What follows belongs to an exercise in optimizing a design on an open flow for small area, a short achievable clock period and few clock cycles per item; a production flow would make more cautious choices. At most, simulation tests tie the RTL to the original design; equivalence was not proved.

==> inputs of run a <==
// axis_matvec_mul
module axis_matvec_mul #(
    parameter R=8, C=8, W_X=4, W_K=3,
    localparam W_Y = W_X + W_K + $clog2(C)
)(
    input  logic clk, rstn,
    output logic s_axis_kx_tready,
    input  logic s_axis_kx_tvalid,
    input  logic [R*C*W_K + C*W_X -1:0] s_axis_kx_tdata,
    input  logic m_axis_y_tready,
    output logic m_axis_y_tvalid,
    output logic [R*W_Y-1:0] m_axis_y_tdata
);
    logic [R*W_Y-1:0] y;
    matvec_mul #(
        .R(R), .C(C), .W_X(W_X), .W_K(W_K)
    ) MATVEC (
        .k(s_axis_kx_tdata[R*C*W_K-1:0]),
        .x(s_axis_kx_tdata[R*C*W_K +: C*W_X]),
        .y(y)
    );
    assign s_axis_kx_tready = !m_axis_y_tvalid || m_axis_y_tready;
    always_ff @(posedge clk or negedge rstn) begin
        if (!rstn)
            m_axis_y_tvalid <= 1'b0;
        else if (s_axis_kx_tready)
            m_axis_y_tvalid <= s_axis_kx_tvalid;
    end
    always_ff @(posedge clk) begin
        if (s_axis_kx_tready)
            m_axis_y_tdata <= y;
    end
endmodule
clock: 8.0 ns
lec_check: 0
cap_margin: 20
core_margin: 2
core_utilization: 40
setup_slack_margin: 1.5
slew_margin: 20
synth_hierarchical: 1
synth_minimum_keep_size: 0
standard.sh (not shown) runs the stock make flow with config.mk's settings and CLKGATE_MAP_FILE= SYNTH_SCRIPT=/design/flow/synth_recipe.tcl, a recipe that flattens the netlist after the stock synthesis.
==> flow/flow/run.sh <==
#!/bin/bash
# The standard layout, with each port's buffer a sky130_fd_sc_hd__buf_1
# (the standard flow picks a larger delay buffer).  Each step's full output
# is in orfs/logs; make's own output is in make.log.
set -euo pipefail
export BUFFER_PORTS_ARGS="-buffer_cell sky130_fd_sc_hd__buf_1"
bash standard.sh finish > make.log 2>&1
==> inputs of run b, as changes to run a <==
Settings changed: CORE_UTILIZATION 40 to 70, PLACE_DENSITY set to 0.8.
==> inputs of run c, as changes to run a <==
==> flow/flow/run.sh (replaced) <==
#!/bin/bash
# The standard layout, with each port's buffer a sky130_fd_sc_hd__buf_1
# (the standard flow picks a larger delay buffer), and timing repair limited
# to resizing and pin swaps.  Each step's full output is in orfs/logs;
# make's own output is in make.log.
set -euo pipefail
export BUFFER_PORTS_ARGS="-buffer_cell sky130_fd_sc_hd__buf_1"
export SETUP_MOVE_SEQUENCE="unbuffer,sizeup,swap"
export SKIP_GATE_CLONING=1
bash standard.sh finish > make.log 2>&1
Settings changed: SETUP_SLACK_MARGIN 1.5 to 3.
==> inputs of run d, as changes to run a <==
Settings changed: SETUP_SLACK_MARGIN 1.5 to 2.
==> run notes <==
quantity	run d	run b	run a	run c
Clock network area share	1.196%	1.134%	1.279%	0.9797%
Worst setup path startpoint	s_axis_kx_tdata[196]	s_axis_kx_tdata[223]	s_axis_kx_tdata[222]	s_axis_kx_tdata[192]
Non-filler cells in the finished layout	3028	2674	2984	2984
Result of the run	no timing/DRC/antenna violations	no timing/DRC/antenna violations	no timing/DRC/antenna violations	no timing/DRC/antenna violations
Final #Nets	3258	3224	3215	3218
Layout clock buffer count	11	9	11	10
First-pass iteration count of the detailed router	7	6	5	8
DRT iter0 DRCs	1509	1669	1112	1265
Multi-input logic portion of the cell area	73.55%	78.27%	76.94%	76.57%
Die area	56510 um2	32640 um2	56510 um2	56510 um2
Wire length of the first global-routing pass	117.4 mm	100.3 mm	111.0 mm	109.4 mm
GR Util met1	38.68%	54.63%	35.87%	35.41%
Initial core utilization	40.52%	71.24%	40.52%	40.52%
Termination of the worst setup path	m_axis_y_tdata[7]$_DFFE_PP_	m_axis_y_tdata[7]$_DFFE_PP_	m_axis_y_tdata[79]$_DFFE_PP_	m_axis_y_tdata[47]$_DFFE_PP_
Wire length per cell after detailed routing	27.17 um	23.42 um	24.13 um	23.88 um
Placement Rows	85	64	85	85
Testbench counts of run a, summed over its fixed seeds: cycles 520, items 512.
Testbench counts of run b, summed over its fixed seeds: cycles 520, items 512.
Testbench counts of run c, summed over its fixed seeds: cycles 520, items 512.
Testbench counts of run d, summed over its fixed seeds: cycles 520, items 512.

========
==> umber: inputs <==
Another version of the RTL of axis_matvec_mul (not shown whole).
clock: 8.0 ns
lec_check: 0
cap_margin: 20
core_margin: 2
core_utilization: 40
setup_slack_margin: 3
slew_margin: 20
synth_hierarchical: 1
synth_minimum_keep_size: 0
==> flow/flow/run.sh <==
#!/bin/bash
# The standard layout, with each port's buffer a sky130_fd_sc_hd__buf_1
# (the standard flow picks a larger delay buffer), and timing repair limited
# to resizing and pin swaps.  Each step's full output is in orfs/logs;
# make's own output is in make.log.
set -euo pipefail
export BUFFER_PORTS_ARGS="-buffer_cell sky130_fd_sc_hd__buf_1"
export SETUP_MOVE_SEQUENCE="unbuffer,sizeup,swap"
export SKIP_GATE_CLONING=1
bash standard.sh finish > make.log 2>&1
==> onyx (differences from umber) <==
--- a/flow/design.v
+++ b/flow/design.v
@@ -1,14 +1,14 @@
 module fa (input logic a, b, c, output logic s, co);
     assign {co, s} = a + b + c;
 endmodule
 module matvec_row (
     input  logic [23:0] k,
     input  logic [31:0] x,
-    output logic [19:0] q
+    output logic [15:0] q
 );
     logic s97;
     logic c97;
     logic s98;
     logic c98;
     logic s99;
     logic c99;
@@ -128,14 +128,18 @@
     logic c162;
     logic s163;
     logic c163;
     logic s164;
     logic c164;
     logic s165;
     logic c165;
+    logic s166;
+    logic c166;
+    logic s168;
+    logic c168;
     logic s169;
     logic c169;
     logic s170;
     logic c170;
     logic s171;
     logic c171;
     logic s172;
@@ -148,20 +152,24 @@
     logic c175;
     logic s176;
     logic c176;
     logic s177;
     logic c177;
     logic s178;
     logic c178;
+    logic s182;
+    logic c182;
     logic s183;
     logic c183;
     logic s184;
     logic c184;
     logic s185;
     logic c185;
+    logic s189;
+    logic c189;
     logic l0n;
     logic l1n;
     logic l2n;
     logic l3p;
     logic l4n;
     logic l5n;
     logic l6n;
@@ -409,94 +417,85 @@
     fa u_fa159 (.a(s153), .b(s154), .c(~c137), .s(s159), .co(c159));
     fa u_fa160 (.a(c138), .b(c139), .c(c140), .s(s160), .co(c160));
     fa u_fa161 (.a(c141), .b(s155), .c(s156), .s(s161), .co(c161));
     fa u_fa162 (.a(s157), .b(s158), .c(c142), .s(s162), .co(c162));
     fa u_fa163 (.a(c143), .b(s159), .c(c144), .s(s163), .co(c163));
     fa u_fa164 (.a(s160), .b(s161), .c(c145), .s(s164), .co(c164));
     fa u_fa165 (.a(s162), .b(c146), .c(s163), .s(s165), .co(c165));
-    fa u_fa169 (.a(l67n), .b(l71n), .c(l75n), .s(s169), .co(c169));
-    fa u_fa170 (.a(l79n), .b(l83n), .c(l87n), .s(s170), .co(c170));
-    fa u_fa171 (.a(l91p), .b(l95p), .c(c150), .s(s171), .co(c171));
-    fa u_fa172 (.a(c151), .b(c152), .c(c153), .s(s172), .co(c172));
-    fa u_fa173 (.a(c154), .b(~s169), .c(~s170), .s(s173), .co(c173));
-    fa u_fa174 (.a(c155), .b(c156), .c(c157), .s(s174), .co(c174));
-    fa u_fa175 (.a(c158), .b(s171), .c(s172), .s(s175), .co(c175));
-    fa u_fa176 (.a(s173), .b(c159), .c(c160), .s(s176), .co(c176));
-    fa u_fa177 (.a(c161), .b(s174), .c(s175), .s(s177), .co(c177));
-    fa u_fa178 (.a(c162), .b(c163), .c(s176), .s(s178), .co(c178));
-    fa u_fa183 (.a(~c169), .b(~c170), .c(c171), .s(s183), .co(c183));
-    fa u_fa184 (.a(c172), .b(c173), .c(c174), .s(s184), .co(c184));
-    fa u_fa185 (.a(c175), .b(s183), .c(c176), .s(s185), .co(c185));
-    assign q = {c185, c184, c183, s185, c178, c177, s184, c165, s178, c164, s177, s165, c147, s164, s147, c127, s127, s110, s99, s98};
+    fa u_fa166 (.a(s164), .b(c147), .c(s165), .s(s166), .co(c166));
+    fa u_fa168 (.a(l67n), .b(l71n), .c(l75n), .s(s168), .co(c168));
+    fa u_fa169 (.a(l79n), .b(l83n), .c(l87n), .s(s169), .co(c169));
+    fa u_fa170 (.a(l91p), .b(l95p), .c(c150), .s(s170), .co(c170));
+    fa u_fa171 (.a(c151), .b(c152), .c(c153), .s(s171), .co(c171));
+    fa u_fa172 (.a(c154), .b(~s168), .c(~s169), .s(s172), .co(c172));
+    fa u_fa173 (.a(c155), .b(c156), .c(c157), .s(s173), .co(c173));
+    fa u_fa174 (.a(c158), .b(s170), .c(s171), .s(s174), .co(c174));
+    fa u_fa175 (.a(s172), .b(c159), .c(c160), .s(s175), .co(c175));
+    fa u_fa176 (.a(c161), .b(s173), .c(s174), .s(s176), .co(c176));
+    fa u_fa177 (.a(c162), .b(c163), .c(s175), .s(s177), .co(c177));
+    fa u_fa178 (.a(s176), .b(c164), .c(s177), .s(s178), .co(c178));
+    fa u_fa182 (.a(~c168), .b(~c169), .c(c170), .s(s182), .co(c182));
+    fa u_fa183 (.a(c171), .b(c172), .c(c173), .s(s183), .co(c183));
+    fa u_fa184 (.a(c174), .b(s182), .c(c175), .s(s184), .co(c184));
+    fa u_fa185 (.a(s183), .b(c176), .c(c177), .s(s185), .co(c185));
+    fa u_fa189 (.a(c182), .b(c183), .c(c184), .s(s189), .co(c189));
+    assign q = {c189, s189, c185, s185, c178, s184, c166, s178, c165, s166, s147, c127, s127, s110, s99, s98};
 endmodule
 module matvec_row_sum (
-    input  logic [19:0] q,
+    input  logic [15:0] q,
     output logic [9:0]  y
 );
     logic s193;
     logic c193;
     logic s194;
     logic c194;
     logic s195;
     logic c195;
     logic s196;
     logic c196;
-    logic s197;
-    logic c197;
-    logic s198;
-    logic c198;
-    logic s199;
-    logic c199;
-    logic s200;
-    logic c200;
-    fa u_fa193 (.a(q[6]), .b(q[7]), .c(q[8]), .s(s193), .co(c193));
-    fa u_fa194 (.a(q[9]), .b(q[10]), .c(q[11]), .s(s194), .co(c194));
-    assign s195 = ~(q[12] ^ c193);
-    assign c195 = q[12] | c193;
-    fa u_fa196 (.a(q[13]), .b(q[14]), .c(q[15]), .s(s196), .co(c196));
-    assign s197 = ~(q[16] ^ c194);
-    assign c197 = q[16] | c194;
-    fa u_fa198 (.a(s196), .b(c195), .c(s197), .s(s198), .co(c198));
-    fa u_fa199 (.a(q[17]), .b(q[18]), .c(q[19]), .s(s199), .co(c199));
-    fa u_fa200 (.a(c196), .b(s199), .c(c197), .s(s200), .co(c200));
+    fa u_fa193 (.a(q[7]), .b(q[8]), .c(q[9]), .s(s193), .co(c193));
+    fa u_fa194 (.a(q[10]), .b(q[11]), .c(q[12]), .s(s194), .co(c194));
+    assign s195 = ~(c193 ^ s194);
+    assign c195 = c193 | s194;
+    fa u_fa196 (.a(q[13]), .b(q[14]), .c(c194), .s(s196), .co(c196));
     logic [9:0] ya, yb;
-    assign ya = {1'b1, c199, c198, s198, s194, s193, q[4], q[3], ~q[2], ~q[0]};
-    assign yb = {1'b0, c200, s200, 1'b0, s195, 1'b0, q[5], 1'b0, 1'b0, ~q[1]};
+    assign ya = {1'b1, q[15], c195, s195, 1'b1, q[6], q[4], q[3], ~q[2], ~q[0]};
+    assign yb = {1'b0, c196, s196, 1'b0, s193, 1'b0, q[5], 1'b0, 1'b0, ~q[1]};
     assign y = ya + yb;
 endmodule
 module matvec_mul #(
     parameter R=8, C=8, W_X=4, W_K=3,
-    localparam NQ = 20
+    localparam NQ = 16
   )(
     input  logic [R*C*W_K-1:0] k,
     input  logic [C*W_X-1:0]   x,
     output logic [R*NQ-1:0]    q
   );
   genvar r;
   for (r = 0; r < R; r = r + 1) begin : g_row
     matvec_row u_row (.k(k[r*C*W_K +: C*W_K]), .x(x), .q(q[r*NQ +: NQ]));
   end
 endmodule
 module matvec_sum #(
     parameter R=8, C=8, W_X=4, W_K=3,
     localparam W_Y = W_X + W_K + $clog2(C),
-    localparam NQ = 20
+    localparam NQ = 16
   )(
     input  logic [R*NQ-1:0]    q,
     output logic [R*W_Y-1:0]   y
   );
   genvar r;
   for (r = 0; r < R; r = r + 1) begin : g_row
     matvec_row_sum u_row (.q(q[r*NQ +: NQ]), .y(y[r*W_Y +: W_Y]));
   end
 endmodule
 module axis_matvec_mul #(
     parameter R=8, C=8, W_X=4, W_K=3,
     localparam W_Y = W_X + W_K + $clog2(C),
-    localparam NQ = 20
+    localparam NQ = 16
 )(
     input  logic clk, rstn,
     output logic s_axis_kx_tready,
     input  logic s_axis_kx_tvalid,
     input  logic [R*C*W_K + C*W_X -1:0] s_axis_kx_tdata,
     input  logic m_axis_y_tready,
     output logic m_axis_y_tvalid,
==> flow/flow/run.sh (replaced) <==
#!/bin/bash
# The standard layout, with these changes:
# - each port's buffer is a sky130_fd_sc_hd__buf_1 (the standard flow picks a
#   larger delay buffer), except that after global placement the buffers of
#   the X ports (s_axis_kx_tdata[223:192], 24 loads each) become
#   $X_PORT_BUFFER (flow/post_gpl.tcl);
# - timing repair is limited to resizing and pin swaps;
# - after the standard synthesis, the largest buffers are kept out of the
#   resizer's reach, and clock tree synthesis uses sky130_fd_sc_hd__clkbuf_8
#   and inserts no dummy loads.
# Each step's full output is in orfs/logs; make's own output is in synth.log
# and make.log.
set -euo pipefail
export BUFFER_PORTS_ARGS="-buffer_cell sky130_fd_sc_hd__buf_1"
export SETUP_MOVE_SEQUENCE="unbuffer,sizeup,swap"
export SKIP_GATE_CLONING=1
bash standard.sh synth > synth.log 2>&1
export DONT_USE_CELLS="sky130_fd_sc_hd__clkbuf_16 sky130_fd_sc_hd__buf_12 sky130_fd_sc_hd__buf_16 sky130_fd_sc_hd__bufinv_16"
export CTS_ARGS="-sink_clustering_enable -repair_clock_nets -buf_list sky130_fd_sc_hd__clkbuf_8 -dont_use_dummy_load"
export POST_GLOBAL_PLACE_TCL="$PWD/flow/post_gpl.tcl"
export X_PORT_BUFFER="${X_PORT_BUFFER:-sky130_fd_sc_hd__buf_8}"
bash standard.sh finish > make.log 2>&1
==> flow/flow/post_gpl.tcl (new file) <==
set cell sky130_fd_sc_hd__buf_8
if { [info exists ::env(X_PORT_BUFFER)] } { set cell $::env(X_PORT_BUFFER) }
set block [ord::get_db_block]
set n 0
foreach bterm [$block getBTerms] {
  if { [regexp {^s_axis_kx_tdata\[(\d+)\]$} [$bterm getName] -> idx] && $idx >= 192 } {
    set net [$bterm getNet]
    foreach iterm [$net getITerms] {
      set inst [$iterm getInst]
      if { [string match "*buf*" [[$inst getMaster] getName]] } {
        replace_cell [$inst getName] $cell
        incr n
      }
    }
  }
}
puts "post_gpl: resized $n X port buffers to $cell"
--- a/flow/config.mk
+++ b/flow/config.mk
@@ -4,11 +4,11 @@
 export VERILOG_FILES = /design/flow/design.v
 export SDC_FILE = /design/flow/constraint.sdc
 export NUM_CORES = 4
 export LEC_CHECK = 0
 export CAP_MARGIN = 20
 export CORE_MARGIN = 2
 export CORE_UTILIZATION = 40
-export SETUP_SLACK_MARGIN = 3
+export SETUP_SLACK_MARGIN = 3.0
 export SLEW_MARGIN = 20
 export SYNTH_HIERARCHICAL = 1
 export SYNTH_MINIMUM_KEEP_SIZE = 0
==> summary of the runs <==
- onyx completed without violations. umber completed with no timing, DRC or antenna violations.
- Against onyx, the hold slack of umber is better by 0.052 ns.
- Against onyx, the clock-buffer cell count of umber is higher by 1.
- Between onyx and umber, the lower die area is in onyx (gap 6.2%, measured against umber).
- Between umber and onyx, the lower final cell count is in onyx (gap about 4.5%, measured against onyx).
- Between umber and onyx, the lower maximum frequency is in umber (gap about 2.4%, measured against onyx).
- Between umber and onyx, the lower register-to-register slack is in onyx (gap 0.41 ns).
Testbench counts of onyx, summed over its fixed seeds: cycles 520, items 512.
The RTL of umber was laid out without a check of its function.

==> port drivers added, routing unchanged <==
The results above use ideal ports. As a check the final layouts listed here were re-extracted and re-timed, cells and wires unchanged. Step 1, drivers: a clkbuf_16 drives clk and a buf_2 each remaining input, both assumed. Step 2 adds t to the input delays and takes it off the output delays; t is the mean of the earliest and latest rising clock arrival at the registers after step 1. Input paths then give back, and output paths get back, about the clock's delay inside the block. a / b / c = ideal / step 1 / step 2; a / b = the first two.
run	t, ns	setup slack, ns	worst setup path at the end	latest minus earliest clock arrival (ns)	cell pins on the clock port's net
run a	0.464	1.641 / 1.665 / 1.201	input to register	0.029 / 0.029	1
run b	0.427	1.596 / 1.618 / 1.190	input to register	0.015 / 0.015	1
run c	0.446	2.114 / 2.136 / 1.690	input to register	0.014 / 0.014	1
run d	0.466	2.014 / 2.020 / 1.554	input to register	0.029 / 0.029	1
umber	0.558	3.057 / 3.092 / 2.534	input to register	0.012 / 0.013	1
onyx	0.611	3.177 / 3.181 / 2.570	input to register	0.022 / 0.021	1
After both steps setup and hold are still met in every run listed. For onyx, which loses most, drivers alone change the setup slack by +0.004 ns; drivers and shift together by -0.607 ns.
